What follows belongs to an exercise in optimizing a design on an open flow for small area, a short achievable clock period and few clock cycles per item; a production flow would make more cautious choices. Where RTL was checked, it was by simulation tests only, not by an equivalence proof against the original. Only the layout flow was run in runs 3 and 4; the RTL was not checked for function there. Power is estimated from default activity; no workload was simulated.

==> flow/design.v <==
module add32 (
    input  wire [31:0] a,
    input  wire [31:0] b,
    input  wire        cin,
    output wire [31:0] s,
    output wire        cout
);
  wire [32:0] c;
  assign c[0] = cin;
  genvar i;
  generate
    for (i = 0; i < 32; i = i + 1) begin : g_bit
      assign s[i]   = a[i] ^ b[i] ^ c[i];
      assign c[i+1] = (a[i] & b[i]) | (c[i] & (a[i] ^ b[i]));
    end
  endgenerate
  assign cout = c[32];
endmodule
module carry32 (
    input  wire [31:0] a,
    input  wire [31:0] b,
    output wire        cout
);
  wire [32:0] c;
  assign c[0] = 1'b0;
  genvar i;
  generate
    for (i = 0; i < 32; i = i + 1) begin : g_bit
      assign c[i+1] = (a[i] & b[i]) | (c[i] & (a[i] | b[i]));
    end
  endgenerate
  assign cout = c[32];
endmodule
module sneva_alu (
    input  wire        clk,
    input  wire        rst_n,        
    input  wire        in_valid,
    output wire        in_ready,
    input  wire [3:0]  in_op,
    input  wire [31:0] in_a,
    input  wire [31:0] in_b,
    output reg         out_valid,
    output wire [31:0] out_result,
    output reg         out_carry
);
  reg        rdy;         
  reg        rdy_n;       
  reg        s_valid;     
  reg        busy;        
  reg        div2;        
  reg [3:0]  op;
  reg [31:0] x;           
  reg [35:0] y;           
  reg [5:0]  cnt;         
  reg [31:0] z;           
  assign in_ready   = ~rdy_n;
  assign out_result = z;
  wire op_mul = (op == 4'd2);
  wire op_div = (op == 4'd3);
  wire active = s_valid | busy;
  reg       c_ax;    
  reg       c_az;    
  reg [3:0] c_t;     
  reg       c_x2;    
  reg       c_cin;   
  reg       c_rot;   
  wire [31:0] a_in = ({32{c_ax}} & x) | ({32{c_az}} & z);
  wire [31:0] b_in;
  genvar gi;
  generate
    for (gi = 0; gi < 32; gi = gi + 1) begin : g_bin
      wire lut = x[gi] ? (y[gi] ? c_t[3] : c_t[2]) : (y[gi] ? c_t[1] : c_t[0]);
      if (gi == 0) begin : g0
        assign b_in[gi] = lut;
      end else begin : gn
        assign b_in[gi] = lut ^ (c_x2 & x[gi-1]);
      end
    end
  endgenerate
  wire        cin  = c_cin | (c_rot & x[31]);
  wire [31:0] sum;
  wire        cout;
  add32 u_add (.a(a_in), .b(b_in), .cin(cin), .s(sum), .cout(cout));
  wire cy;
  carry32 u_cy (.a(x), .b(y[31:0]), .cout(cy));
  wire mul_term  = (y[31:1] == 31'd0) | (x[29:0] == 30'd0);   
  wire mul_term2 = (y[31:3] == 29'd0) | (x[27:0] == 28'd0);   
  wire ge        = cout & ~(|y[35:32]);                       
  wire go        = ge & ~cnt[5];                              
  wire cnt_is1   = (cnt == 6'd1);
  wire mulact = active & op_mul;
  wire divact = active & op_div;
  wire done_mul = mulact & mul_term;
  wire done_div = divact & (div2 ? cnt_is1 : (~go & (cnt == 6'd0)));
  wire done = (s_valid & ~op_mul & ~op_div) | done_mul | done_div;
  wire final_next = (mulact & ~mul_term & mul_term2) |
                    (divact & ~div2 & ~go & cnt_is1) |
                    (divact & div2 & (cnt == 6'd2));
  reg [31:0] z_next;
  always @(*) begin
    case (op)
      4'd3:  z_next = div2 ? {z[30:0], ge} : 32'd0;
      4'd5:  z_next = {1'b0, x[31:1]};
      4'd7:  z_next = {x[0], x[31:1]};
      4'd14: z_next = {31'd0, ~cout};
      4'd15: z_next = {31'd0, sum == 32'd0};   
      default: z_next = sum;   
    endcase
  end
  wire nb_y1 = y[3];
  wire nb_y0 = y[2];
  wire nb_yb = y[1];
  wire nb_m1 = nb_y0 ^ nb_yb;
  wire nb_m2 = (nb_y1 & ~nb_y0 & ~nb_yb) | (~nb_y1 & nb_y0 & nb_yb);
  wire in_mul = (in_op == 4'd2);
  wire in_sh  = (in_op == 4'd4) | (in_op == 4'd6);
  wire rdy_next = rdy ? ~(in_valid & (in_op[3:1] == 3'b001)) : (done | final_next);
  always @(posedge clk or negedge rst_n) begin
    if (!rst_n) begin
      rdy       <= 1'b1;
      rdy_n     <= 1'b0;
      s_valid   <= 1'b0;
      busy      <= 1'b0;
      div2      <= 1'b0;
      out_valid <= 1'b0;
    end else begin
      s_valid   <= in_valid & rdy;
      busy      <= (mulact | divact) & ~done;
      div2      <= divact & ~done & (div2 | ~go);
      out_valid <= done;
      rdy       <= rdy_next;
      rdy_n     <= ~rdy_next;
    end
  end
  always @(posedge clk) begin
    op <= rdy ? in_op : op;
    if (rdy) begin
      x   <= in_a;
      y   <= {4'b0000, in_b};
      cnt <= 6'd0;
    end else if (op[0]) begin   
      if (div2 & ge) x <= sum;
      y   <= (~div2 & go) ? {y[31:0], 4'b0000} : {1'b0, y[35:1]};
      cnt <= (~div2 & go) ? cnt + 6'd4 : (div2 ? cnt - 6'd1 : cnt);
    end else begin              
      x  <= {x[29:0], 2'b00};
      y  <= {2'b00, y[35:2]};
    end
    z <= z_next;
    if (rdy) begin
      c_ax  <= ~in_mul & ~in_op[3] | (in_op[3:1] == 3'b111);   
      c_x2  <= in_mul & in_b[1] & ~in_b[0];
      c_cin <= (in_mul & in_b[1]) | ~(in_mul | in_sh | (in_op == 4'd0) | (in_op[3] & ~(in_op[3:1] == 3'b111)));
      c_rot <= (in_op == 4'd6);
      case (in_op)
        4'd0, 4'd5, 4'd7: c_t <= 4'b1010;                
        4'd2:  c_t <= {{2{in_b[0] ^ in_b[1]}}, {2{in_b[1]}}};   
        4'd4, 4'd6: c_t <= 4'b1100;                      
        4'd8:  c_t <= 4'b1000;                           
        4'd9:  c_t <= 4'b1110;                           
        4'd10: c_t <= 4'b0110;                           
        4'd11: c_t <= 4'b0001;                           
        4'd12: c_t <= 4'b0111;                           
        4'd13: c_t <= 4'b1001;                           
        default: c_t <= 4'b0101;                         
      endcase
    end else if (op_mul) begin
      c_t   <= {{2{nb_m1 ^ nb_y1}}, {2{nb_y1}}};
      c_x2  <= nb_m2;
      c_cin <= nb_y1;
    end
    c_az <= mulact & ~done;
    if (s_valid) out_carry <= cy;
  end
endmodule
==> flow/flow/run.sh <==
#!/bin/bash
# Standard layout, with two changes: the port buffers are the smallest plain
# buffer, and synthesis maps with an ABC area script (flow/abc_area.script)
# that restructures with &deepsyn and maps for area, leaving out ABC's buffering
# and gate upsizing.
set -e
rm -rf scripts_abc
cp -r "$FLOW_HOME/scripts" scripts_abc
cp flow/abc_area.script scripts_abc/abc_area.script
export SCRIPTS_DIR="$PWD/scripts_abc"
export BUFFER_PORTS_ARGS="-buffer_cell sky130_fd_sc_hd__buf_1"
bash standard.sh > standard.log 2>&1
==> flow/flow/abc_area.script <==
strash
&get -n
&deepsyn -I 4 -J 50
&put
dch -f
&get -n
&nf -R 1000
&put
topo
==> flow/standard.sh <==
#!/bin/bash
# synth_recipe.tcl (not shown) runs the flow's synth.tcl, then flattens the netlist and writes it again
# the make line also repeats each setting of config.mk as NAME=value (left out here)
make -C /OpenROAD-flow-scripts/flow DESIGN_CONFIG=/design/flow/config.mk WORK_HOME=/design/flow/orfs CLKGATE_MAP_FILE= SYNTH_SCRIPT=/design/flow/synth_recipe.tcl "${@:-finish}"
==> flow/config.mk <==
export PLATFORM = sky130hd
export DESIGN_NAME = sneva_alu
export DESIGN_NICKNAME = sneva_alu
export VERILOG_FILES = /design/flow/design.v
export SDC_FILE = /design/flow/constraint.sdc
export NUM_CORES = 4
export LEC_CHECK = 0
export ABC_AREA = 1
export CAP_MARGIN = 20
export CORE_MARGIN = 2
export CORE_UTILIZATION = 65
export CTS_BUF_LIST = sky130_fd_sc_hd__clkbuf_4
export CTS_CLUSTER_DIAMETER = 100
export CTS_CLUSTER_SIZE = 30
export SLEW_MARGIN = 20
==> flow/constraint.sdc <==
create_clock -name core_clock -period 85.0 [get_ports {clk}]
set_input_delay 17.0000 -clock core_clock [delete_from_list [all_inputs] [get_ports {clk}]]
set_output_delay 17.0000 -clock core_clock [all_outputs]
set_load 0.01 [all_outputs]
==> impl_metrics.toml, run 1 <==
[yosys]
synth-warning-count = 1
synth_top_area_share = 0.194
mappedNetlistNets = 878
synth_seq_cells = 126
syn_area_per_cell_um2 = 10.0
yosysSeqAreaShare = 0.389
ys_types = 47
async_flop_share = 0.0476
netlist_area_um2 = 7720
yosysTopAreaCell = "dfxtp_1"
netlist_instances = 769
synth_edf_count = 45
yosys-top-cells-area = "dfxtp_1 (19%), edfxtp_1 (18%), mux4_2 (9.3%), fa_1 (8.3%), nor2_1 (6.5%)"
synth.most_common_cell = "nor2_1"
synth_top_cells_by_count = "nor2_1 (134), dfxtp_1 (75), o22ai_1 (67)"
ys.flop_type = "dfxtp_1"

[critical_path]
cpPeakStageDelay_ns = 0.44
crit_path_end_kind = "output port"
path_cells = "buf_1"
crit_arrival_ns = 1.15
crit_path_start_kind = "flop"
reg2reg_from = "c_t[2]$_DFFE_PP_"
cp_num_buf_inv = 1
cp.required_ns = 68.00
crit_type = "reg2out"
crit_family = "flip-flops"
cp_max_fo = 1
reg2reg_slack_ns = 67.36
reg2reg_depth = 42
crit_slowest_cell = "edfxtp_1"
regToRegEndpoint = "y[28]$_DFF_P_"

[cts]
cts_made_buffers = 17
clk_latency_ns = 0.56
cts.sinks = 126
clkTransAtPathRegs_ns = 0.12
root_buffer = "clkbuf_4"
postCtsSetupBuffers = 0
cts_tree = "yes"
cts-hold-fix-buffers = 0
cts_resized = 0
htree_levels = 4
clk_path_buf_depth = 2

[worst_hold_path]
min-delay-path-class = "reg2reg"
hold_start = "cnt[0]$_SDFFE_PP0P_"
whs_endpoint = "cnt[0]$_SDFFE_PP0P_"
worstHoldPathCells = 2

[final_layout]
final_nets = 1010
finalInstanceArea_um2 = 8630
fillers = 869
drive_gt1_frac = 0.0842
antenna_cells = 0
syn_to_final_growth_pct = 11.7

[routing]
drt_iter0_drc = 1187
route.vias.total = 7468
wl_um = 22400
drcViolationCount = 0
viasPerCell = 7.07
drt-wirelength-per-cell_um = 21.2
final_antenna_net_count = 0
firstDrtPassIters = 19

[timing]
fin_ws_ns = 66.85
tightest_slew_ns = 1.06
period_minus_slack_ns = 18.15
whs_ns = 0.497
slew_violations = 0
fin_crit_sh = 0.213
hold_viol_final = 0
max_freq_mhz = 55.1
fin_setup_tns_ns = 0
finalSetupViolations = 0
rsz0062_at_grt = "false"
fin_worst_skew_ns = 0.0146
max-slew-margin-rel = 0.294

[global_routing]
grtUsageMet1 = 0.477
grt_use_met2 = 0.559
grt_pass1_vias = 7277
grt_use_met3 = 0.0841
busiest_layer = "met2"
grt_pass1_wl_um = 36400
grt_remaining_overflow = 0
grt_max_degree = 66
grtUsageTotal = 0.360
antenna_found_initial = 0

[floorplanning]
core-area_um2 = 11500
die_h_um = 113
ios = 106
die_area_um2 = 12800
start_util = 0.670
num_rows = 39
floorplan.die.width_um = 113

[status]
status = "timing/DRC/antenna clean"

[power_and_ir_drop]
ir_drop_mv = 0.0127
total_power_w = 0.000148
powerDensity_nw_per_um2 = 17.2
power.leakage_nw = 3.04

[placement]
port-buffer-count = 105
place_hpwl_um = 15300
place_area_um2 = 8370
post-place-ws_ns = 66.70
gp_congestion = 0.917

[flow_run]
maxCapViolCount = 0
[layout by cell type (no fill, tap or decap), drive strengths merged, types with 19 or more instances in the layout]
cell / Yosys / routed
a21oi: 25 / 25
a222oi: 34 / 34
a22o: 34 / 34
buf: 0 / 113
clkbuf: 0 / 19
clkinv: 52 / 56
dfxtp: 75 / 75
edfxtp: 45 / 45
fa: 32 / 32
mux4: 32 / 32
nand2: 48 / 48
nor2: 134 / 134
nor3: 29 / 29
nor4: 19 / 19
o21ai: 20 / 20
o22ai: 67 / 67
xnor2: 29 / 29
[through the flow]
step	std cells	util
after CTS	1057	0.749
after detailed placement	1025	0.727
after floorplan	769	-
after global routing	1057	0.749
after global placement	1025	0.726
final	1057	0.749
[kinds of logic after synthesis]
logic type	after synthesis	share of synthesized area
AOI/OAI and AO/OA	225	0.212
xor gates and xnor gates	32	0.0363
adders and majority gates	38	0.0927
buffers and inverters	52	0.0253
DFF	126	0.389
muxes	33	0.0948
and+or+nand+nor	263	0.150
[worst max path at each step]
| stage | startpoint | endpoint | cells after the start |
|---|---|---|---|
| after floorplan | in_op[1] | c_t[2]$_DFFE_PP_ | 7 |
| after global placement | in_op[1] | c_t[2]$_DFFE_PP_ | 8 |
| after detailed placement | in_op[1] | c_t[3]$_DFFE_PP_ | 8 |
| after CTS | out_carry$_DFFE_PP_ | out_carry | 1 |
| after global routing | c_t[3]$_DFFE_PP_ | y[27]$_DFF_P_ | 42 |
| final | out_carry$_DFFE_PP_ | out_carry | 1 |
[per-layer routing]
layer / vias to the layer above / routed length (um)
met5: - / 0
met4: 0 / 821
met3: 76 / 2340
met1: 3608 / 8590
li1: 3282 / -
met2: 502 / 10600
[sequential cells by signal, summed over array words and instances, names as in the netlist, 4 cells and up]
register,flops
c_t,4
cnt,6
op,4
x,32
y,36
z,32
[power breakdown]
part / internal, W / switching [W]
Clock: 0.0000178 / 0.0000227
Combinational: 0.0000151 / 0.0000157
Sequential: 0.0000683 / 0.00000863
[final cells by class]
| class | count | area (um2) | area share |
|---|---|---|---|
| Timing Repair Buffer | 113 | 454 | 0.0526 |
| Clock buffer | 19 | 143 | 0.0165 |
| Inverter | 52 | 195 | 0.0226 |
| Clock inverter | 13 | 119 | 0.0138 |
| Sequential cell | 126 | 3000 | 0.348 |
| Tap cell | 143 | 179 | 0.0207 |
| Multi-Input combinational cell | 591 | 4530 | 0.526 |
Testbench counts, summed over its fixed seeds: cycles 71,453, items 32,000.
==> run 2: changes to the inputs <==
--- a/flow/config.mk
+++ b/flow/config.mk
@@ -10,5 +10,5 @@
 export CORE_MARGIN = 2
 export CORE_UTILIZATION = 65
-export CTS_BUF_LIST = sky130_fd_sc_hd__clkbuf_4
+export CTS_BUF_LIST = sky130_fd_sc_hd__clkbuf_8
 export CTS_CLUSTER_DIAMETER = 100
 export CTS_CLUSTER_SIZE = 30
==> impl_metrics.toml, run 2 <==
[cts]
cts_made_buffers = 17
cts_tree = "yes"
cts_resized = 0
root_buffer = "clkbuf_8"
cts-hold-fix-buffers = 0
postCtsSetupBuffers = 0
htree_levels = 4
clk_path_buf_depth = 2
clk_latency_ns = 0.47
cts.sinks = 126
clkTransAtPathRegs_ns = 0.08

[flow_run]
maxCapViolCount = 0

[power_and_ir_drop]
combinationalPowerShare = 0.193
power.leakage_nw = 3.09
swShare = 0.308
total_power_w = 0.000160
powerDensity_nw_per_um2 = 18.3
intPower_w = 0.000111
clockPowerShare = 0.325
power.share.sequential = 0.482
ir_drop_mv = 0.0130
switchingPower_w = 0.0000494

[status]
status = "timing/DRC/antenna clean"

[timing]
fin_setup_tns_ns = 0
max-slew-margin-rel = 0.292
finalSetupViolations = 0
hold_viol_final = 0
fin_crit_sh = 0.212
max_freq_mhz = 55.4
rsz0062_at_grt = "false"
period_minus_slack_ns = 18.04
tightest_slew_ns = 1.06
fin_worst_skew_ns = 0.0130
slew_violations = 0

[yosys]
mappedNetlistNets = 878
yosysTopAreaCell = "dfxtp_1"
synth_edf_count = 45
netlist_area_um2 = 7720
synthXorXnorAreaFrac = 0.0363
synthSimpleGateAreaFrac = 0.150
synth.most_common_cell = "nor2_1"
synth_top_area_share = 0.194
ys_types = 47
yosys-top-cells-area = "dfxtp_1 (19%), edfxtp_1 (18%), mux4_2 (9.3%), fa_1 (8.3%), nor2_1 (6.5%)"
yosysSeqAreaShare = 0.389
syn_area_per_cell_um2 = 10.0
ys.flop_type = "dfxtp_1"
synth-warning-count = 1
async_flop_share = 0.0476
synth_seq_cells = 126
synth_top_cells_by_count = "nor2_1 (134), dfxtp_1 (75), o22ai_1 (67)"
muxShareOfSynthArea = 0.0948
synthAdderAreaFrac = 0.0927
synth-compound-area-share = 0.212
netlist_instances = 769
synth_top_family_by_area = "compound AO/OA/AOI/OAI gates"

[routing]
drcViolationCount = 0
drt_iter0_drc = 1135
wl_um = 22800
final_antenna_net_count = 0
viasPerCell = 7.10
firstDrtPassIters = 17
drt-wirelength-per-cell_um = 21.5
route.vias.total = 7509

[floorplanning]
ios = 106
core-area_um2 = 11500
die_h_um = 113
start_util = 0.670
floorplan.die.width_um = 113
die_area_um2 = 12800
num_rows = 39

[final_layout]
drive_gt1_frac = 0.0832
top_register = "y"
syn_to_final_growth_pct = 13.3
reg_top3 = "y x36, x x32, z x32"
final_core_util = 0.760
final_common_cell = "nor2_1"
mostFrequentLayoutCells = "nor2_1 (133), buf_1 (105), dfxtp_1 (75)"
final_nets = 1010
antenna_cells = 0
fin_cells = 1057
largest_register_ffs = 36

[critical_path]
crit_type = "reg2out"
path_cells = "buf_1"
reg2reg_depth = 42
cpPeakStageDelay_ns = 0.42
crit_path_end_kind = "output port"
cp_max_fo = 1
worst-path-stages = 1
cp_num_buf_inv = 1
crit_path_start_kind = "flop"
crit_slowest_cell = "edfxtp_1"
crit_arrival_ns = 1.04
crit_family = "flip-flops"
cp.required_ns = 68.00

[placement]
gp_congestion = 0.917
place_hpwl_um = 15300
placed_cells = 1025
port-buffer-count = 105

[worst_hold_path]
min-delay-path-class = "reg2reg"
worstHoldPathCells = 2

[global_routing]
antenna_found_initial = 0
grtUsageTotal = 0.366
grt_remaining_overflow = 0
grt_max_degree = 66
grt_pass1_vias = 7256
grt_pass1_wl_um = 36900
[run 2: cell types whose count changed in the layout (fill, tap and decap cells not counted), sizes merged]
cell / previous run / this run
clkinv: 56 / 55
inv: 7 / 8
[run 2: power groups by stage]
stage,logic [W],registers [W],clock network [W]
after global placement,0.0000293,0.0000776,0
after global routing,0.0000345,0.0000778,0.0000543
final,0.0000309,0.0000771,0.0000520
after CTS,0.0000307,0.0000766,0.0000520
after detailed placement,0.0000303,0.0000779,0
after floorplan,0.0000216,0.0000765,0
[run 2: final timing paths]
path,from,to,slack (ns)
max reg2reg,c_t[3]$_DFFE_PP_,y[28]$_DFF_P_,67.33
max in group asynchronous,rst_n,rdy$_DFF_PN1_,68.32
min,cnt[0]$_SDFFE_PP0P_,cnt[0]$_SDFFE_PP0P_,0.49
max,out_carry$_DFFE_PP_,out_carry,66.96
min in group asynchronous,rst_n,out_valid$_DFF_PN0_,16.39
min reg2reg,cnt[0]$_SDFFE_PP0P_,cnt[0]$_SDFFE_PP0P_,0.49
[run 2: cell families after synthesis]
family | after synthesis
and+or+nand+nor | 263
AOI/OAI and AO/OA | 225
DFF | 126
buffers and inverters | 52
adders and majority gates | 38
muxes | 33
xor gates and xnor gates | 32
[run 2: cell type report]
type	count	area [um2]
clock buffers	19	262
clock inverters	13	119
fillers	854	2770
inverters	52	195
multi-input cells	591	4530
flip-flops and latches	126	3000
well taps	143	179
repair buffers	113	454
[run 2: per-stage QoR]
| step | instance area (um2) | setup slack [ns] | hold WS [ns] |
|---|---|---|---|
| 2_1_floorplan | 7720 | 67.16 | 0.454 |
| 3_3_place_gp | 8360 | 66.87 | 0.467 |
| 3_5_place_dp | 8370 | 66.70 | 0.485 |
| 4_1_cts | 8750 | 66.96 | 0.496 |
| 5_1_grt | 8750 | 66.62 | 0.510 |
| 6_report | 8750 | 66.96 | 0.494 |
[run 2: per-layer routing]
| layer | track usage | vias up | wire length (um) |
|---|---|---|---|
| li1 | - | 3278 | - |
| met1 | 0.484 | 3622 | 8830 |
| met2 | 0.571 | 527 | 10700 |
| met3 | 0.0723 | 82 | 2250 |
| met4 | 0.203 | 0 | 947 |
| met5 | 0 | - | 0 |
==> run 3: changes to the inputs <==
--- a/flow/design.v
+++ b/flow/design.v
@@ -51,5 +51,5 @@
   reg [3:0]  op;
   reg [31:0] x;           
-  reg [35:0] y;           
+  reg [32:0] y;           
   reg [5:0]  cnt;         
   reg [31:0] z;           
@@ -66,17 +66,21 @@
   reg       c_rot;   
   wire [31:0] a_in = ({32{c_ax}} & x) | ({32{c_az}} & z);
+  wire       mfirst = s_valid & op_mul;
+  wire [3:0] t_e    = mfirst ? {{2{y[0] ^ y[1]}}, {2{y[1]}}} : c_t;
+  wire       x2_e   = mfirst ? (y[1] & ~y[0]) : c_x2;
+  wire       cin_e  = mfirst ? y[1] : c_cin;
   wire [31:0] b_in;
   genvar gi;
   generate
     for (gi = 0; gi < 32; gi = gi + 1) begin : g_bin
-      wire lut = x[gi] ? (y[gi] ? c_t[3] : c_t[2]) : (y[gi] ? c_t[1] : c_t[0]);
+      wire lut = x[gi] ? (y[gi] ? t_e[3] : t_e[2]) : (y[gi] ? t_e[1] : t_e[0]);
       if (gi == 0) begin : g0
         assign b_in[gi] = lut;
       end else begin : gn
-        assign b_in[gi] = lut ^ (c_x2 & x[gi-1]);
+        assign b_in[gi] = lut ^ (x2_e & x[gi-1]);
       end
     end
   endgenerate
-  wire        cin  = c_cin | (c_rot & x[31]);
+  wire        cin  = cin_e | (c_rot & x[31]);
   wire [31:0] sum;
   wire        cout;
@@ -86,5 +90,5 @@
   wire mul_term  = (y[31:1] == 31'd0) | (x[29:0] == 30'd0);   
   wire mul_term2 = (y[31:3] == 29'd0) | (x[27:0] == 28'd0);   
-  wire ge        = cout & ~(|y[35:32]);                       
+  wire ge        = cout & ~y[32];                             
   wire go        = ge & ~cnt[5];                              
   wire cnt_is1   = (cnt == 6'd1);
@@ -137,23 +141,22 @@
     if (rdy) begin
       x   <= in_a;
-      y   <= {4'b0000, in_b};
+      y   <= {1'b0, in_b};
       cnt <= 6'd0;
     end else if (op[0]) begin   
       if (div2 & ge) x <= sum;
-      y   <= (~div2 & go) ? {y[31:0], 4'b0000} : {1'b0, y[35:1]};
-      cnt <= (~div2 & go) ? cnt + 6'd4 : (div2 ? cnt - 6'd1 : cnt);
+      y   <= (~div2 & go) ? {y[31:0], 1'b0} : {1'b0, y[32:1]};
+      cnt <= (~div2 & go) ? cnt + 6'd1 : (div2 ? cnt - 6'd1 : cnt);
     end else begin              
       x  <= {x[29:0], 2'b00};
-      y  <= {2'b00, y[35:2]};
+      y  <= {2'b00, y[32:2]};
     end
     z <= z_next;
     if (rdy) begin
       c_ax  <= ~in_mul & ~in_op[3] | (in_op[3:1] == 3'b111);   
-      c_x2  <= in_mul & in_b[1] & ~in_b[0];
-      c_cin <= (in_mul & in_b[1]) | ~(in_mul | in_sh | (in_op == 4'd0) | (in_op[3] & ~(in_op[3:1] == 3'b111)));
+      c_x2  <= 1'b0;
+      c_cin <= ~(in_mul | in_sh | (in_op == 4'd0) | (in_op[3] & ~(in_op[3:1] == 3'b111)));
       c_rot <= (in_op == 4'd6);
       case (in_op)
         4'd0, 4'd5, 4'd7: c_t <= 4'b1010;                
-        4'd2:  c_t <= {{2{in_b[0] ^ in_b[1]}}, {2{in_b[1]}}};   
         4'd4, 4'd6: c_t <= 4'b1100;                      
         4'd8:  c_t <= 4'b1000;                           
==> impl_metrics.toml, run 3 <==
[cts]
clk_latency_ns = 0.46
cts-hold-fix-buffers = 0
clk_path_buf_depth = 2
htree_levels = 4
postCtsSetupBuffers = 0
cts_resized = 0
cts_tree = "yes"
clkTransAtPathRegs_ns = 0.07
cts.sinks = 123
root_buffer = "clkbuf_8"
cts_made_buffers = 17

[yosys]
synthXorXnorAreaFrac = 0.0362
async_flop_share = 0.0488
yosysSeqAreaShare = 0.379
synthAdderAreaFrac = 0.102
synth-compound-area-share = 0.208
synth-warning-count = 1
synth.most_common_cell = "nand2_1"
ys_types = 43
muxShareOfSynthArea = 0.0960
ys.flop_type = "dfxtp_1"
netlist_area_um2 = 7740
synth_top_cells_by_count = "nand2_1 (115), nor2_1 (94), dfxtp_1 (73)"
synth_edf_count = 44
synth_seq_cells = 123
synth_top_area_share = 0.189
mappedNetlistNets = 883
netlist_instances = 768
synth_top_family_by_area = "compound AO/OA/AOI/OAI gates"
yosysTopAreaCell = "dfxtp_1"
synthSimpleGateAreaFrac = 0.153
syn_area_per_cell_um2 = 10.1
yosys-top-cells-area = "dfxtp_1 (19%), edfxtp_1 (17%), mux4_2 (9.3%), fa_1 (8.3%), a222oi_1 (7.8%)"

[final_layout]
drive_gt1_frac = 0.0939
finalInstanceArea_um2 = 8950
final_common_cell = "nand2_1"
mostFrequentLayoutCells = "nand2_1 (115), buf_1 (105), nor2_1 (89)"
antenna_cells = 0
top_register = "y"
syn_to_final_growth_pct = 15.5
largest_register_ffs = 33
reg_top3 = "y x33, x x32, z x32"
final_nets = 1018

[global_routing]
grt_pass1_wl_um = 37300
grt_remaining_overflow = 0
antenna_found_initial = 0
grt_pass1_vias = 7456
grtUsageTotal = 0.371
grt_max_degree = 57

[timing]
whs_ns = 0.479
finalSetupViolations = 0
fin_crit_sh = 0.224
slew_violations = 0
max-slew-margin-rel = 0.382
period_minus_slack_ns = 19.01
hold_viol_final = 0
fin_setup_tns_ns = 0
rsz0062_at_grt = "false"
fin_worst_skew_ns = 0.0117
tightest_slew_ns = 0.920
max_freq_mhz = 52.6

[floorplanning]
die_area_um2 = 12800
num_rows = 39
die_h_um = 113
start_util = 0.672
core-area_um2 = 11500
floorplan.die.width_um = 113
ios = 106

[routing]
final_antenna_net_count = 0
viasPerCell = 7.12
drcViolationCount = 0
drt-wirelength-per-cell_um = 22.2
firstDrtPassIters = 24
route.vias.total = 7535
drt_iter0_drc = 1455
wl_um = 23500

[critical_path]
cp.required_ns = 85.40
crit_type = "reg2reg"
crit_path_start_kind = "flop"
crit_path_end_kind = "flop"
cpPeakStageDelay_ns = 0.77
crit_slowest_cell = "edfxtp_1"
path_common_cell = "fa_1"
crit_arrival_ns = 19.41
cp_max_fo = 31

[power_and_ir_drop]
total_power_w = 0.000124
ir_drop_mv = 0.0157
power.leakage_nw = 3.24
powerDensity_nw_per_um2 = 13.9

[flow_run]
maxCapViolCount = 0

[placement]
gp_congestion = 0.918
place_area_um2 = 8440
place_hpwl_um = 15500
port-buffer-count = 105

[status]
status = "timing/DRC/antenna clean"

[worst_hold_path]
min-delay-path-class = "reg2reg"
-- run 3: cell types whose count changed in the layout (fill, tap and decap cells not counted), moves of 7 or more --
cell,before,now
a21oi_1,25,18
a222oi_1,34,60
nand2_1,48,115
nor2_1,133,89
nor3_1,29,7
o22ai_1,67,42
xnor2_1,29,3
xor2_1,3,29
-- run 3: layout make-up --
class / instances / area (um2)
Sequential cell: 123 / 2930
Fill cell: 828 / 2570
Clock buffer: 20 / 275
Timing Repair Buffer: 116 / 477
Inverter: 53 / 199
Tap cell: 143 / 179
Clock inverter: 12 / 193
Multi-Input combinational cell: 592 / 4690
-- run 3: final timing paths --
| kind | from | endpoint | slack [ns] | depth (start not counted) |
|---|---|---|---|---|
| hold / removal | c_x2$_SDFFE_PP0N_ | c_x2$_SDFFE_PP0N_ | 0.48 | 2 |
| setup / recovery | op[0]$_DFFE_PP_ | rdy$_DFF_PN1_ | 65.99 | 53 |
| setup reg to reg | op[0]$_DFFE_PP_ | rdy$_DFF_PN1_ | 65.99 | 53 |
| max in group asynchronous | rst_n | rdy$_DFF_PN1_ | 68.33 | 1 |
| hold reg to reg | c_x2$_SDFFE_PP0N_ | c_x2$_SDFFE_PP0N_ | 0.48 | 2 |
| min in group asynchronous | rst_n | rdy_n$_DFF_PN0_ | 16.39 | 1 |
-- run 3: layer usage --
| layer | global-route usage | wire (um) | up-vias |
|---|---|---|---|
| met5 | 0 | 0 | - |
| met1 | 0.476 | 8700 | 3626 |
| met4 | 0.228 | 1060 | 0 |
| met2 | 0.591 | 11400 | 525 |
| met3 | 0.0627 | 2310 | 94 |
| li1 | - | - | 3290 |
-- run 3: critical path: cells and delay by family, from the launching register on --
kind / cells / cell delay [ns]
adder cells (fa/ha/maj): 32 / 14.29
AND/OR/NAND/NOR: 7 / 1.52
AO/OA/AOI/OAI: 6 / 1.40
flip-flops: 1 / 0.77
buffers and inverters: 7 / 0.57
multiplexers: 1 / 0.39
-- run 3: kinds of logic (layout without fill, tap and decap cells) --
kind of cell             count (synthesis)  in the layout
AND/OR/NAND/NOR                        275            275
adder cells (fa/ha/maj)                 44             44
multiplexers                            34             34
flip-flops                             123            123
XOR/XNOR                                32             32
buffers and inverters                   53            201
AO/OA/AOI/OAI                          207            207
-- run 3: power breakdown --
| part | total, W | internal, W | switching, W |
|---|---|---|---|
| clock network | 0.0000614 | 0.0000371 | 0.0000243 |
| registers | 0.0000606 | 0.0000606 | 0 |
| logic | 0.00000227 | 0.000000939 | 0.00000133 |
-- run 3: per-stage QoR --
| stage | instances | worst slack (ns) | util |
|---|---|---|---|
| detailed placement | 1027 | 65.91 | 0.733 |
| global route | 1059 | 65.27 | 0.777 |
| floorplan | 768 | 66.98 | - |
| finish | 1059 | 65.99 | 0.777 |
| global placement | 1027 | 66.44 | 0.733 |
| CTS | 1059 | 65.83 | 0.774 |
==> run 4: changes to the inputs <==
--- a/flow/design.v
+++ b/flow/design.v
@@ -20,8 +20,9 @@
     input  wire [31:0] a,
     input  wire [31:0] b,
+    input  wire        cin,
     output wire        cout
 );
   wire [32:0] c;
-  assign c[0] = 1'b0;
+  assign c[0] = cin;
   genvar i;
   generate
@@ -66,43 +67,44 @@
   reg       c_rot;   
   wire [31:0] a_in = ({32{c_ax}} & x) | ({32{c_az}} & z);
-  wire       mfirst = s_valid & op_mul;
-  wire [3:0] t_e    = mfirst ? {{2{y[0] ^ y[1]}}, {2{y[1]}}} : c_t;
-  wire       x2_e   = mfirst ? (y[1] & ~y[0]) : c_x2;
-  wire       cin_e  = mfirst ? y[1] : c_cin;
   wire [31:0] b_in;
   genvar gi;
   generate
     for (gi = 0; gi < 32; gi = gi + 1) begin : g_bin
-      wire lut = x[gi] ? (y[gi] ? t_e[3] : t_e[2]) : (y[gi] ? t_e[1] : t_e[0]);
+      wire lut = x[gi] ? (y[gi] ? c_t[3] : c_t[2]) : (y[gi] ? c_t[1] : c_t[0]);
       if (gi == 0) begin : g0
         assign b_in[gi] = lut;
       end else begin : gn
-        assign b_in[gi] = lut ^ (x2_e & x[gi-1]);
+        assign b_in[gi] = lut ^ (c_x2 & x[gi-1]);
       end
     end
   endgenerate
-  wire        cin  = cin_e | (c_rot & x[31]);
+  wire        cin  = c_cin | (c_rot & x[31]);
   wire [31:0] sum;
   wire        cout;
   add32 u_add (.a(a_in), .b(b_in), .cin(cin), .s(sum), .cout(cout));
   wire cy;
-  carry32 u_cy (.a(x), .b(y[31:0]), .cout(cy));
+  carry32 u_cy (.a(x), .b(busy ? ~{y[30:0], 1'b0} : y[31:0]), .cin(busy), .cout(cy));
   wire mul_term  = (y[31:1] == 31'd0) | (x[29:0] == 30'd0);   
   wire mul_term2 = (y[31:3] == 29'd0) | (x[27:0] == 28'd0);   
   wire ge        = cout & ~y[32];                             
-  wire go        = ge & ~cnt[5];                              
+  wire ge2       = cy & ~y[32] & ~y[31];                      
   wire cnt_is1   = (cnt == 6'd1);
+  wire d1     = busy & op_div & ~div2;
+  wire sh2    = d1 & ge2 & ~cnt[5] & ~(&cnt[4:0]);             
+  wire sh1end = d1 & ~sh2 & ge & ~cnt[5];                      
+  wire back   = d1 & ~sh2 & ~sh1end;
+  wire qstep  = div2 | sh1end;                                 
   wire mulact = active & op_mul;
   wire divact = active & op_div;
   wire done_mul = mulact & mul_term;
-  wire done_div = divact & (div2 ? cnt_is1 : (~go & (cnt == 6'd0)));
+  wire done_div = divact & (s_valid ? ~ge : (div2 & cnt_is1));
   wire done = (s_valid & ~op_mul & ~op_div) | done_mul | done_div;
   wire final_next = (mulact & ~mul_term & mul_term2) |
-                    (divact & ~div2 & ~go & cnt_is1) |
+                    ((sh1end | back) & cnt_is1) |
                     (divact & div2 & (cnt == 6'd2));
   reg [31:0] z_next;
   always @(*) begin
     case (op)
-      4'd3:  z_next = div2 ? {z[30:0], ge} : 32'd0;
+      4'd3:  z_next = qstep ? {z[30:0], ge} : 32'd0;
       4'd5:  z_next = {1'b0, x[31:1]};
       4'd7:  z_next = {x[0], x[31:1]};
@@ -131,5 +133,5 @@
       s_valid   <= in_valid & rdy;
       busy      <= (mulact | divact) & ~done;
-      div2      <= divact & ~done & (div2 | ~go);
+      div2      <= divact & ~done & (div2 | sh1end | back);
       out_valid <= done;
       rdy       <= rdy_next;
@@ -144,7 +146,7 @@
       cnt <= 6'd0;
     end else if (op[0]) begin   
-      if (div2 & ge) x <= sum;
-      y   <= (~div2 & go) ? {y[31:0], 1'b0} : {1'b0, y[32:1]};
-      cnt <= (~div2 & go) ? cnt + 6'd1 : (div2 ? cnt - 6'd1 : cnt);
+      if (qstep & ge) x <= sum;
+      y   <= s_valid ? {y[31:0], 1'b0} : (sh2 ? {y[30:0], 2'b00} : {1'b0, y[32:1]});
+      cnt <= s_valid ? 6'd1 : (sh2 ? cnt + 6'd2 : (div2 ? cnt - 6'd1 : cnt));
     end else begin              
       x  <= {x[29:0], 2'b00};
@@ -154,9 +156,10 @@
     if (rdy) begin
       c_ax  <= ~in_mul & ~in_op[3] | (in_op[3:1] == 3'b111);   
-      c_x2  <= 1'b0;
-      c_cin <= ~(in_mul | in_sh | (in_op == 4'd0) | (in_op[3] & ~(in_op[3:1] == 3'b111)));
+      c_x2  <= in_mul & in_b[1] & ~in_b[0];
+      c_cin <= (in_mul & in_b[1]) | ~(in_mul | in_sh | (in_op == 4'd0) | (in_op[3] & ~(in_op[3:1] == 3'b111)));
       c_rot <= (in_op == 4'd6);
       case (in_op)
         4'd0, 4'd5, 4'd7: c_t <= 4'b1010;                
+        4'd2:  c_t <= {{2{in_b[0] ^ in_b[1]}}, {2{in_b[1]}}};   
         4'd4, 4'd6: c_t <= 4'b1100;                      
         4'd8:  c_t <= 4'b1000;                           
--- a/flow/flow/run.sh
+++ b/flow/flow/run.sh
@@ -2,6 +2,5 @@
 # Standard layout, with two changes: the port buffers are the smallest plain
 # buffer, and synthesis maps with an ABC area script (flow/abc_area.script)
-# that restructures with &deepsyn and maps for area, leaving out ABC's buffering
-# and gate upsizing.
+# that leaves out ABC's buffering and gate upsizing.
 set -e
 rm -rf scripts_abc
==> flow/flow/abc_area.script (replaced) <==
strash
dc2
dch -f
&get -n
&nf -R 1000
&put
topo
--- a/flow/config.mk
+++ b/flow/config.mk
@@ -9,5 +9,5 @@
 export CAP_MARGIN = 20
 export CORE_MARGIN = 2
-export CORE_UTILIZATION = 65
+export CORE_UTILIZATION = 40
 export CTS_BUF_LIST = sky130_fd_sc_hd__clkbuf_8
 export CTS_CLUSTER_DIAMETER = 100
==> impl_metrics.toml, run 4 <==
[placement]
place_area_um2 = 9760
gp_congestion = 0.798
place_hpwl_um = 18100
post-place-ws_ns = 66.64
port-buffer-count = 105

[yosys]
synth_top_cells_by_count = "nand2_1 (146), a21oi_1 (108), o21ai_0 (98)"
synth-warning-count = 1
yosys-top-cells-area = "dfxtp_1 (16%), edfxtp_1 (15%), mux4_2 (8.1%), fa_1 (7.2%), nand2_1 (6.2%)"
ys.flop_type = "dfxtp_1"
async_flop_share = 0.0488
synth_edf_count = 45
yosysTopAreaCell = "dfxtp_1"
netlist_instances = 952
ys_types = 48
synth.most_common_cell = "nand2_1"
mappedNetlistNets = 1063
synth_seq_cells = 123
netlist_area_um2 = 8860
syn_area_per_cell_um2 = 9.31
synth_top_area_share = 0.163
yosysSeqAreaShare = 0.332

[cts]
postCtsSetupBuffers = 0
cts-hold-fix-buffers = 0
cts.sinks = 123
htree_levels = 4
root_buffer = "clkbuf_8"
cts_resized = 0
clk_path_buf_depth = 2
cts_tree = "yes"
cts_made_buffers = 17
clk_latency_ns = 0.46
clkTransAtPathRegs_ns = 0.08

[final_layout]
final_common_cell = "nand2_1"
antenna_cells = 0
fillers = 2137
syn_to_final_growth_pct = 14.8
reg_top3 = "y x33, x x32, z x32"
mostFrequentLayoutCells = "nand2_1 (146), a21oi_1 (108), buf_1 (105)"
drive_gt1_frac = 0.0778
finalInstanceArea_um2 = 10200
largest_register_ffs = 33
top_register = "y"
final_nets = 1203

[power_and_ir_drop]
ir_drop_mv = 0.00707
clockPowerShare = 0.468
intPower_w = 0.0000890
power.share.sequential = 0.514
swShare = 0.246
combinationalPowerShare = 0.019
power.leakage_nw = 3.48
powerDensity_nw_per_um2 = 11.6
switchingPower_w = 0.0000290
total_power_w = 0.000118

[timing]
fin_ws_ns = 66.95
tightest_slew_ns = 1.05
fin_setup_tns_ns = 0
rsz0062_at_grt = "false"
fin_crit_sh = 0.212
max-slew-margin-rel = 0.302
period_minus_slack_ns = 18.05
slew_violations = 0
finalSetupViolations = 0
fin_worst_skew_ns = 0.0168
max_freq_mhz = 55.4
hold_viol_final = 0

[floorplanning]
floorplan.die.width_um = 153
start_util = 0.407
die_h_um = 153
num_rows = 54
die_area_um2 = 23400
core-area_um2 = 21800
ios = 106

[critical_path]
cp_num_buf_inv = 1
cpPeakStageDelay_ns = 0.42
cp_max_fo = 3
path_cells = "buf_1"
reg2reg_from = "c_t[0]$_DFFE_PP_"
reg2reg_depth = 42
crit_slowest_cell = "dfxtp_1"
worst-path-stages = 1
crit_family = "flip-flops"
crit_arrival_ns = 1.05
reg2reg_slack_ns = 67.33
regToRegEndpoint = "x[11]$_DFFE_PP_"
cp.required_ns = 68.00
critPathLaunch = "z[30]$_DFF_P_"
crit_type = "reg2out"
crit_path_start_kind = "flop"
endpoint = "out_result[30]"
crit_path_end_kind = "output port"

[global_routing]
grt_pass1_vias = 7950
grtUsageTotal = 0.235
grt_remaining_overflow = 0
grt_max_degree = 79
grt_pass1_wl_um = 44200
antenna_found_initial = 0

[routing]
viasPerCell = 6.03
drcViolationCount = 0
drt-wirelength-per-cell_um = 19.8
wl_um = 27400
route.vias.total = 8353
drt_iter0_drc = 731
firstDrtPassIters = 5
final_antenna_net_count = 0

[worst_hold_path]
min-delay-path-class = "reg2reg"

[flow_run]
maxCapViolCount = 0

[status]
status = "timing/DRC/antenna clean"
==> run 4: changes by cell type after synthesis, sizes merged, moves of 29 or more <==
cell    before  now
mux2i        0   45
a21oi       22  108
maj3         0   29
nor2        94   51
nand2      115  146
o21ai       18   98
o22ai       42    2
a222oi      60    0
==> run 4: cell families (layout without fill, tap and decap cells) <==
group                    count (synthesis)  in the layout  share of synthesized area
XOR/XNOR                                34             34                     0.0336
AND/OR/NAND/NOR                        277            277                      0.138
multiplexers                            77             77                      0.132
buffers and inverters                   49            202                     0.0208
adder cells (fa/ha/maj)                 69             69                      0.116
flip-flops                             123            123                      0.332
AO/OA/AOI/OAI                          323            323                      0.227
==> run 4: final cells by class <==
cell class | instances | area (um2) | share of cell area
clock buffers | 18 | 248 | 0.0244
clock inverters | 14 | 163 | 0.0160
inverters | 49 | 184 | 0.0181
multi-input cells | 780 | 5770 | 0.567
flip-flops and latches | 123 | 2950 | 0.290
well taps | 280 | 350 | 0.0344
repair buffers | 121 | 514 | 0.0505
==> run 4: worst min path at each step <==
stage,from,end,cells past startpoint,slack [ns]
after detailed placement,z[27]$_DFF_P_,z[28]$_DFF_P_,2,0.48
final,z[11]$_DFF_P_,z[12]$_DFF_P_,2,0.49
after floorplan,z[27]$_DFF_P_,z[28]$_DFF_P_,2,0.50
after global routing,z[2]$_DFF_P_,z[3]$_DFF_P_,2,0.51
after CTS,z[14]$_DFF_P_,z[15]$_DFF_P_,2,0.50
after global placement,z[23]$_DFF_P_,z[24]$_DFF_P_,2,0.48
==> run 4: metrics by stage <==
step,cells,hold WS [ns],util
finish,1385,0.491,0.468
global route,1385,0.513,0.468
CTS,1385,0.497,0.467
detailed placement,1353,0.483,0.448
global placement,1353,0.483,0.448
floorplan,952,0.499,-
==> run 4: per-layer routing <==
| metal | global-route usage | routed length (um) |
|---|---|---|
| met1 | 0.321 | 12100 |
| met2 | 0.383 | 13200 |
| met3 | 0.0479 | 1660 |
| met4 | 0.0626 | 442 |
| met5 | 0 | 0 |
==> run 4: power by group through the flow <==
stage / clock [W] / sequential, W / combinational, W
after global routing: 0.0000584 / 0.0000606 / 0.00000248
after floorplan: 0 / 0.0000620 / 0.000000454
final: 0.0000552 / 0.0000606 / 0.00000222
after global placement: 0 / 0.0000619 / 0.00000224
after CTS: 0.0000556 / 0.0000606 / 0.00000225
after detailed placement: 0 / 0.0000619 / 0.00000223

## static timing again, ports no longer ideal
No port has a modelled driver above. Below, the same layouts with a new extraction and two added sets of constraints.
Step 1 sets driving cells, clkbuf_16 on the clock port and buf_2 on the other inputs (assumed; they add their load-dependent delay and slew).
Step 2 also shifts input and output timing later by t, the mid clock arrival at the registers, as if the neighbouring blocks saw the same clock.
a / b / c = ideal / step 1 / step 2; a / b = the first two.
| run | t (ns) | setup slack, ns | hold slack, ns |
|---|---|---|---|
| run 1 | 0.583 | 66.855 / 66.821 / 66.673 | 0.497 / 0.497 / 0.497 |
| run 2 | 0.498 | 66.961 / 66.925 / 66.657 | 0.494 / 0.494 / 0.494 |
| run 3 | 0.493 | 65.991 / 65.991 / 65.991 | 0.479 / 0.479 / 0.479 |
| run 4 | 0.490 | 66.950 / 66.908 / 66.638 | 0.491 / 0.491 / 0.491 |
After both steps every run listed still meets setup and hold. For run 4, which loses most, drivers alone change the setup slack by -0.042 ns; drivers and shift together by -0.312 ns.
